What follows belongs to an exercise in optimizing a design on an open flow for small area and a short achievable clock period; a production flow would make more cautious choices.
At most, simulation tests tie the RTL to the original design; equivalence was not proved.

==> inputs of tundra <==
==> flow/design.v (excerpt) <==
module PE#(
    parameter d_width = 32,
    parameter a_width = 8,
    parameter iact_size =  5,
    parameter kernel_size = 3
)
(
    input start,
    input clk, rst_n,
    input [d_width -1 : 0] weight,
    input [d_width -1 : 0] iact,
    output reg load_weight,
    output reg load_iact,
    output reg done,
    output reg [d_width -1 : 0] pe_out
);
export LEC_CHECK = 0
export CAP_MARGIN = 20
export CORE_MARGIN = 2
export CORE_UTILIZATION = 60
export CTS_BUF_LIST = sky130_fd_sc_hd__clkbuf_16
export CTS_CLUSTER_DIAMETER = 60
export CTS_CLUSTER_SIZE = 30
export SLEW_MARGIN = 20
create_clock -name core_clock -period 10.0 [get_ports {clk}]
run.sh (not shown) runs the stock make flow with config.mk's settings and CLKGATE_MAP_FILE= SYNTH_SCRIPT=/design/flow/synth_recipe.tcl, a recipe that flattens the netlist after the stock synthesis.
==> garnet: changes against tundra <==
==> flow/flow/run.sh (new file) <==
#!/bin/bash
# Layout flow: the standard layout (standard.sh) with two changes:
#  - the port buffers are buf_2 cells instead of the cell buffer_ports picks;
#  - timing repair aims at 6.9 ns of setup slack at the 10 ns clock.
set -euo pipefail
cat >> config.mk <<'EOC'
export BUFFER_PORTS_ARGS = -buffer_cell sky130_fd_sc_hd__buf_2
export SETUP_SLACK_MARGIN = 6.9
EOC
bash standard.sh > standard.log 2>&1
==> flow/standard.sh (new file) <==
#!/bin/bash
# synth_recipe.tcl (not shown) runs the flow's synth.tcl, then flattens the netlist and writes it again
# the make line also repeats each setting of config.mk as NAME=value (left out here)
make -C /OpenROAD-flow-scripts/flow DESIGN_CONFIG=/design/flow/config.mk WORK_HOME=/design/flow/orfs CLKGATE_MAP_FILE= SYNTH_SCRIPT=/design/flow/synth_recipe.tcl "${@:-finish}"
BUFFER_PORTS_ARGS = -buffer_cell sky130_fd_sc_hd__buf_2   (was not set)
SETUP_SLACK_MARGIN = 6.9   (was not set)
removed: flow/run.sh
==> pepper: changes against tundra <==
==> flow/flow/run.sh (new file) <==
#!/bin/bash
# Layout flow: the standard layout (standard.sh), with the port buffers
# made as buf_2 cells instead of the cell buffer_ports picks by default.
set -euo pipefail
cat >> config.mk <<'EOC'
export BUFFER_PORTS_ARGS = -buffer_cell sky130_fd_sc_hd__buf_2
EOC
bash standard.sh > standard.log 2>&1
==> flow/standard.sh (new file) <==
#!/bin/bash
# synth_recipe.tcl (not shown) runs the flow's synth.tcl, then flattens the netlist and writes it again
# the make line also repeats each setting of config.mk as NAME=value (left out here)
make -C /OpenROAD-flow-scripts/flow DESIGN_CONFIG=/design/flow/config.mk WORK_HOME=/design/flow/orfs CLKGATE_MAP_FILE= SYNTH_SCRIPT=/design/flow/synth_recipe.tcl "${@:-finish}"
BUFFER_PORTS_ARGS = -buffer_cell sky130_fd_sc_hd__buf_2   (was not set)
removed: flow/run.sh
==> qor summary <==
	garnet	tundra	pepper
Run status	finished clean	finished clean	finished clean
Via count of the first global-routing pass	20190	19960	19810
Tot GR Track Use	0.2877	0.2844	0.2831
Cell mode on critical path	sky130_fd_sc_hd__xor2_1	-	sky130_fd_sc_hd__xnor2_1
Number of inverters outside the clock class in the layout	155	153	153
Via total after detailed routing	21390	20450	20480
Clock skew after layout	0.05923 ns	0.04275 ns	0.06374 ns
Vias per cell	5.736	5.665	5.671
Wl on met1	32.77 mm	32.34 mm	32.93 mm
Core Util, Final	0.6928	0.6579	0.6479
Detailed Route Iter0 Violations	1550	1396	1460

---

==> 04-22 <==
Another version of the RTL of PE (not shown whole).
Settings: LEC_CHECK=0, CAP_MARGIN=20, CORE_MARGIN=2, CORE_UTILIZATION=40, SLEW_MARGIN=20; clock period 10.0 ns.
Stock flow here: none of the scripts above is used.
==> inputs of 08-25, as changes to 04-22 <==
Settings changed: CORE_UTILIZATION 40 to 60, CTS_BUF_LIST from default to sky130_fd_sc_hd__clkbuf_4.
==> notes <==
In non-clock buffer count, 08-25 and 04-22 do not differ. Of 08-25 and 04-22, 04-22 has the higher hold slack (gap 10 ps). Of 04-22 and 08-25, 08-25 has the higher register-to-register slack (gap 80 ps). Between 08-25 and 04-22, the lower clock skew is in 08-25 (gap 30 ps). Against 08-25, the die area of 04-22 is larger by about 50%. Of 08-25 and 04-22, 08-25 has the higher core utilization (gap 22 points). In synthesized area, 08-25 and 04-22 do not differ. Flip-flop and latch count is the same in 04-22 and 08-25.
==> figures <==
	04-22	08-25
Met2 demand-to-capacity share in global routing	0.312	0.445
Result of the run	no timing/DRC/antenna violations	no timing/DRC/antenna violations
Met1 demand-to-capacity share in global routing	0.259	0.380
Min-Delay Startpoint	r1[19]	r4[2]
Grt met3 use	0.0363	0.0739
Die width	263 um	215 um
Share of final layout cell area taken by clock buffers and inverters	0.0568	0.0527
Final weighted congestion of routability-driven global placement	0.846	0.900
# Taps	864	592
Number of antenna cells inserted	0	4
Count of filler cells inserted in the layout	6036	3560
Final design utilization	0.458	0.674
Flip-flop and latch area	9770 um2	9770 um2
Initial core utilization	0.406	0.607
Met1 Routed Length	29.0 mm	26.9 mm
Final worst path period need	4110 ps	4040 ps
Vertical extent of the die	263 um	215 um
Number of antenna violations at the first check in global routing	0	2
No run of this note included a check of the RTL's function; only the layout flow was run.

---

==> v36: inputs <==
Another version of the RTL of PE (not shown whole).
## PE
module PE#(
    parameter d_width = 32,
    parameter a_width = 8,
    parameter iact_size =  5,
    parameter kernel_size = 3
)
(
    input start,
    input clk, rst_n,
    input [d_width -1 : 0] weight,
    input [d_width -1 : 0] iact,
    output reg load_weight,
    output reg load_iact,
    output reg done,
    output reg [d_width -1 : 0] pe_out
);
Settings: LEC_CHECK=0, CAP_MARGIN=20, CORE_MARGIN=2, CORE_UTILIZATION=60, CTS_BUF_LIST=sky130_fd_sc_hd__clkbuf_16, CTS_CLUSTER_DIAMETER=60, CTS_CLUSTER_SIZE=40, SLEW_MARGIN=20, BUFFER_PORTS_ARGS=-buffer_cell sky130_fd_sc_hd__buf_2, SETUP_SLACK_MARGIN=6.8, SETUP_MOVE_SEQUENCE=sizeup,swap; clock period 10.0 ns.
standard.sh (not shown) runs the stock make flow with config.mk's settings and CLKGATE_MAP_FILE= SYNTH_SCRIPT=/design/flow/synth_recipe.tcl, a recipe that flattens the netlist after the stock synthesis.
==> flow/flow/run.sh <==
#!/bin/bash
# Layout flow: the standard layout (standard.sh) with these changes:
#  - the port buffers are buf_2 cells instead of the cell buffer_ports picks;
#  - timing repair aims at 6.8 ns of setup slack at the 10 ns clock, and
#    may only resize cells and swap pins (no buffers, no cloning).
set -euo pipefail
cat >> config.mk <<'EOC'
export BUFFER_PORTS_ARGS = -buffer_cell sky130_fd_sc_hd__buf_2
export SETUP_SLACK_MARGIN = 6.8
export SETUP_MOVE_SEQUENCE = sizeup,swap
EOC
bash standard.sh > standard.log 2>&1
==> v12: changes against v36 <==
--- a/flow/config.mk
+++ b/flow/config.mk
@@ -9,6 +9,6 @@
 export CORE_MARGIN = 2
-export CORE_UTILIZATION = 60
+export CORE_UTILIZATION = 70
 export CTS_BUF_LIST = sky130_fd_sc_hd__clkbuf_16
-export CTS_CLUSTER_DIAMETER = 60
-export CTS_CLUSTER_SIZE = 40
+export CTS_CLUSTER_DIAMETER = 100
+export CTS_CLUSTER_SIZE = 32
 export SLEW_MARGIN = 20
==> v10: changes against v36 <==
==> flow/flow/run.sh (replaced) <==
#!/bin/bash
# Layout flow: the standard layout (standard.sh) with these changes:
#  - the port buffers are buf_2 cells instead of the cell buffer_ports picks;
#  - timing repair aims at 7.0 ns of setup slack at the 10 ns clock, and
#    may only resize cells and swap pins (no buffers, no cloning).
set -euo pipefail
cat >> config.mk <<'EOC'
export BUFFER_PORTS_ARGS = -buffer_cell sky130_fd_sc_hd__buf_2
export SETUP_SLACK_MARGIN = 7.0
export SETUP_MOVE_SEQUENCE = sizeup,swap
EOC
bash standard.sh > standard.log 2>&1
--- a/flow/config.mk
+++ b/flow/config.mk
@@ -12,6 +12,6 @@
 export CTS_CLUSTER_DIAMETER = 60
-export CTS_CLUSTER_SIZE = 40
+export CTS_CLUSTER_SIZE = 30
 export SLEW_MARGIN = 20
 export BUFFER_PORTS_ARGS = -buffer_cell sky130_fd_sc_hd__buf_2
-export SETUP_SLACK_MARGIN = 6.8
+export SETUP_SLACK_MARGIN = 7.0
 export SETUP_MOVE_SEQUENCE = sizeup,swap
==> comparison table <==
metric	v12	v36	v10
Outcome	complete, no violations	complete, no violations	complete, no violations
Number of antenna violations at the first check in global routing	0	0	1
DP Wirelength	46800 um	47000 um	47600 um
First element of the critical path	load_iact$_DFFE_PN0P_	pe_out[23]$_DFFE_PN0P_	pe_out[23]$_DFFE_PN0P_
Data arrival time of the critical path	1.16 ns	1.15 ns	1.15 ns
Via count of the first global-routing pass	20271	19647	19650
Max frequency	317 MHz	318 MHz	317 MHz
Maximum clock skew at final layout	0.0538 ns	0.0461 ns	0.0311 ns
Maximum fanout count along the critical path	3	2	2
Count of cells resized by post-cts repair	26	31	133
Sequential cell area	9850 sq um	9860 sq um	9890 sq um
Portion of the layout cell area used by clock cells	0.0185	0.0419	0.0436
Core region area	38800 sq um	45400 sq um	45400 sq um
Slowest cell on the critical path	sky130_fd_sc_hd__dfrtp_1	sky130_fd_sc_hd__dfrtp_2	sky130_fd_sc_hd__dfrtp_2
Final critical-path setup slack	6.84 ns	6.85 ns	6.85 ns

-- what the ideal ports hide --
The results above use ideal ports. As a check the final layouts listed here were re-extracted and re-timed, cells and wires unchanged. Step 1: set_driving_cell puts a clkbuf_16 on clk and a buf_2 on each other input, an assumption about the parent block. Step 2, shift: input delay + t, output delay - t, t = (earliest + latest rising clock arrival at the registers) / 2. This alone moves slack from input paths to output paths. Slacks: ideal / step 1 / step 2; pairs: ideal / step 1.
| run | t (ns) | slack for setup (ns) | worst hold slack (ns) | worst setup path at the end | latest minus earliest clock arrival (ns) |
|---|---|---|---|---|---|
| tundra | 0.645 | 6.496 / 6.439 / 6.524 | 0.305 / 0.305 / 0.305 | register to register | 0.044 / 0.044 |
| garnet | 0.644 | 6.801 / 6.801 / 6.801 | 0.326 / 0.326 / 0.326 | register to register | 0.059 / 0.060 |
| pepper | 0.649 | 6.576 / 6.576 / 6.576 | 0.326 / 0.326 / 0.326 | register to register | 0.064 / 0.064 |
| 04-22 | 0.647 | 5.885 / 5.885 / 5.885 | 0.318 / 0.318 / 0.318 | register to register | 0.075 / 0.076 |
| 08-25 | 0.926 | 5.963 / 5.963 / 5.963 | 0.308 / 0.308 / 0.308 | register to register | 0.051 / 0.051 |
| v36 | 0.629 | 6.851 / 6.791 / 6.696 | 0.302 / 0.302 / 0.302 | input to register | 0.046 / 0.046 |
| v12 | 0.627 | 6.844 / 6.785 / 6.859 | 0.310 / 0.310 / 0.310 | input to register | 0.055 / 0.055 |
| v10 | 0.641 | 6.850 / 6.787 / 6.829 | 0.319 / 0.319 / 0.319 | input to register | 0.035 / 0.035 |
After both steps setup and hold are still met in every run listed. For v36, which loses most, drivers alone change the setup slack by -0.060 ns; drivers and shift together by -0.155 ns.
